Source: an optimization exercise on an open RTL-to-GDS flow (aim: small area). Production flows keep margins and buffers that such runs may drop. RTL that was checked went through simulation tests only; none was proved equivalent to the original.

Setup of ember:
==> flow/design.v (excerpt) <==
module main(in, op, apply, tail, valid, empty, clk, reset);
Settings: LEC_CHECK=0, CAP_MARGIN=20, CORE_MARGIN=2, CORE_UTILIZATION=40, SLEW_MARGIN=20; clock period 15.0 ns.
run.sh (not shown) runs the stock make flow with config.mk's settings and CLKGATE_MAP_FILE= SYNTH_SCRIPT=/design/flow/synth_recipe.tcl, a recipe that flattens the netlist after the stock synthesis.
ember went all the way through the flow, and no timing, DRC or antenna check failed.
Edits applied to the flow inputs when going from ember to amber:
-- flow/design.v --
<<< ember, line 10
    assign tail = t;
    assign empty = (size == 3'd0);
    wire [7:0] a = f0;                         
    wire [7:0] b = (size == 3'd2) ? t : f1;    
    wire is_add = (op == 3'd2);
    wire is_mul = (op == 3'd3);
>>> amber, line 10
    assign tail = t;
    assign empty = (size == 3'd0);
    reg [7:0] a, b;                            
    always @(*)
        case (size)
            3'd2: begin a = f3; b = t;  end
            3'd3: begin a = f2; b = f3; end
            3'd4: begin a = f1; b = f2; end
            default: begin a = f0; b = f1; end
        endcase
    wire is_add = (op == 3'd2);
    wire is_mul = (op == 3'd3);
<<< ember, line 299
        end
    always @(posedge clk)
        if (ok) begin
            if (!pop) t <= nv;
            if (push) begin
                if (size <= 3'd1) f0 <= t;
                if (size <= 3'd2) f1 <= t;
                if (size <= 3'd3) f2 <= t;
                f3 <= t;
            end else if (pop) begin
                f0 <= f1;
                f1 <= f2;
                f2 <= f3;
            end else begin
                f0 <= (size > 3'd3) ? f2 : t;
                f1 <= (size > 3'd4) ? f3 : t;
                f2 <= t;
                f3 <= t;
            end
        end
endmodule
>>> amber, line 305
        end
    always @(posedge clk)
        if (ok & ~pop) begin
            t <= nv;
            f0 <= f1;
            f1 <= f2;
            f2 <= f3;
            f3 <= t;
        end
endmodule
### Flow results
ember | status: complete | timing, DRC, antenna: pass
| amber | all stages done | FAIL | setup timing |
Setup slack in amber is smaller than in ember.
NOTE: routing usage on met1 in amber exceeds that of ember
Of ember and amber, the higher post-route standard cell area excluding fillers belongs to amber.
Looking at critical path depth, amber sits about 3.2% above ember.
When amber is measured against ember, its portion of the clock cycle consumed by the worst path in the final layout turns out 7.2 points higher.
Delta (amber minus ember): instance area at placement went up by 800 µm², die area higher.
Synthesized area up 5.2% in amber wrt ember
Going from ember to amber, the worst slack at placement was found to have gone down by 0.44 ns.
From ember to amber the numbers moved as follows: shortest clock period the worst path allows after layout picked up an extra 1.08 ns; global-route usage now sits higher; accumulated negative setup slack decreased 2.37 ns; met3 routing resource usage after global routing has increased.
For amber, only the layout was checked, not whether the RTL still works.


The RTL this note starts from:
==> flow/design.v <==
module main(in, op, apply, tail, valid, empty, clk, reset);
    input clk, reset, apply;
    input [7:0] in;
    input [2:0] op;
    output [7:0] tail;
    output reg valid;
    output empty;
    reg [7:0] t, f0, f1, f2, f3;
    reg [2:0] size;
    assign tail = t;
    assign empty = (size == 3'd0);
    wire [7:0] a = f0;                         
    wire [7:0] b = (size == 3'd2) ? t : f1;    
    wire is_add = (op == 3'd2);
    wire is_mul = (op == 3'd3);
    wire is_sub = (op == 3'd4);
    wire is_div = (op == 3'd5) | (op == 3'd6);
    wire is_quo = (op == 3'd5);
    wire is_as  = is_add | is_sub;
    wire [7:0] hz;
    assign hz[0] = 1'b1;
    genvar j;
    generate
        for (j = 1; j < 8; j = j + 1) begin : g_hz
            assign hz[j] = hz[j-1] & ~a[8-j];
        end
    endgenerate
    wire [7:0] rr [0:8];
    wire [7:0] quo;
    assign rr[8] = 8'd0;
    generate
        for (j = 7; j >= 0; j = j - 1) begin : g_row
            localparam W = 8 - j;
            wire [W-1:0] x, y, s, r;
            wire [W:0] c;
            if (j == 0) begin : g_last
                assign x = is_as ? b : {rr[1][W-2:0], is_div & b[0]};
                assign y = is_add ? a : (is_mul ? (a & {8{b[0]}}) : ~a);
                assign c[0] = ~(is_add | is_mul);
            end else begin : g_mid
                if (W == 1) begin : g_one
                    assign x = is_div & b[j];
                end else begin : g_more
                    assign x = {rr[j+1][W-2:0], is_div & b[j]};
                end
                assign y = is_mul ? (a[W-1:0] & {W{b[j]}}) : ~a[W-1:0];
                assign c[0] = ~is_mul;
            end
            genvar i;
            for (i = 0; i < W; i = i + 1) begin : g_bit
                assign s[i] = x[i] ^ y[i] ^ c[i];
                assign c[i+1] = (x[i] & y[i]) | (c[i] & (x[i] ^ y[i]));
            end
            assign quo[j] = c[W] & hz[j];
            assign r = (~is_div | quo[j]) ? s : x;
            assign rr[j] = r;
        end
    endgenerate
    wire [7:0] res = is_quo ? quo : rr[0];
    wire push = (op == 3'd0);
    wire pop  = (op == 3'd1);
    wire two  = (size[2] | size[1]);           
    wire good = push ? (size != 3'd5) :
                pop  ? (size != 3'd0) :
                (op == 3'd7) ? 1'b0 :
                is_div ? (two & (a != 8'd0)) : two;
    wire ok = apply & good;
    wire arith = ~push & ~pop;
    wire [7:0] nv = push ? in : res;
    always @(posedge clk or posedge reset)
        if (reset) begin
            valid <= 1'b1;
            size <= 3'd0;
        end else if (apply) begin
            if (!good) valid <= 1'b0;
            else size <= push ? size + 3'd1 : size - 3'd1;
        end
    always @(posedge clk)
        if (ok) begin
            if (!pop) t <= nv;
            if (push) begin
                if (size <= 3'd1) f0 <= t;
                if (size <= 3'd2) f1 <= t;
                if (size <= 3'd3) f2 <= t;
                f3 <= t;
            end else if (pop) begin
                f0 <= f1;
                f1 <= f2;
                f2 <= f3;
            end else begin
                f0 <= (size > 3'd3) ? f2 : t;
                f1 <= (size > 3'd4) ? f3 : t;
                f2 <= t;
                f3 <= t;
            end
        end
endmodule
Settings: LEC_CHECK=0, CAP_MARGIN=20, CORE_MARGIN=2, CORE_UTILIZATION=40, SLEW_MARGIN=20; clock period 15.0 ns.
The starting point completed, yet does not pass: setup timing.
Change:
--- a/flow/design.v
+++ b/flow/design.v
@@ -30,30 +30,25 @@
     assign rr[8] = 8'd0;
     generate
         for (j = 7; j >= 0; j = j - 1) begin : g_row
             localparam W = 8 - j;
             wire [W-1:0] x, y, s, r;
-            wire [W:0] c;
+            wire c;
             if (j == 0) begin : g_last
                 assign x = is_as ? b : {rr[1][W-2:0], is_div & b[0]};
                 assign y = is_add ? a : (is_mul ? (a & {8{b[0]}}) : ~a);
-                assign c[0] = ~(is_add | is_mul);
+                assign {c, s} = x + y + {7'd0, ~(is_add | is_mul)};
             end else begin : g_mid
                 if (W == 1) begin : g_one
                     assign x = is_div & b[j];
                 end else begin : g_more
                     assign x = {rr[j+1][W-2:0], is_div & b[j]};
                 end
                 assign y = is_mul ? (a[W-1:0] & {W{b[j]}}) : ~a[W-1:0];
-                assign c[0] = ~is_mul;
+                assign {c, s} = x + y + {{(W-1){1'b0}}, ~is_mul};
             end
-            genvar i;
-            for (i = 0; i < W; i = i + 1) begin : g_bit
-                assign s[i] = x[i] ^ y[i] ^ c[i];
-                assign c[i+1] = (x[i] & y[i]) | (c[i] & (x[i] ^ y[i]));
-            end
-            assign quo[j] = c[W] & hz[j];
+            assign quo[j] = c & hz[j];
             assign r = (~is_div | quo[j]) ? s : x;
             assign rr[j] = r;
         end
     endgenerate
     wire [7:0] res = is_quo ? quo : rr[0];
Result: The changed run finished clean; final cell count goes up by 13%; register-to-register slack improved by 4200 ps; sequential share of layout area falls by 1.4 points; count of clock-buffer cells in the layout stays the same; synthesized area came out higher by 29%; cell area went up by 7.1%; wire length went up by 17%; worst setup slack is better by 4300 ps; die area increases by 28%.
No run of this note included a check of the RTL's function; only the layout flow was run.

## re-timing with driven ports
In the flow no input, the clock included, has a driving cell. The finished layouts below were timed again as built, in two steps.
Step 1 assumes that a clkbuf_16 drives the clock port and a buf_2 every other input.
Step 2, shift: input delay + t, output delay - t, t = (earliest + latest rising clock arrival at the registers) / 2. This alone moves slack from input paths to output paths.
Three values: ideal, step 1, step 2; two values: the first two.
run	t (ns)	slack for setup (ns)	hold WS [ns]	worst setup path after step 2	worst slew at a driven data input, ns
ember	0.312	0.715 / 0.715 / 0.715	0.461 / 0.461 / 0.461	register to register	0.03
amber	0.316	-0.369 / -0.369 / -0.369	0.471 / 0.471 / 0.471	register to register	0.04
the first run of note 2	0.326	-3.642 / -3.656 / -3.982	0.485 / 0.485 / 0.485	input to register	0.05
the second run of note 2	0.316	0.641 / 0.649 / 0.333	0.459 / 0.459 / 0.459	input to register	0.03
For the first run of note 2, which loses most, drivers alone change the setup slack by -0.014 ns; drivers and shift together by -0.340 ns.
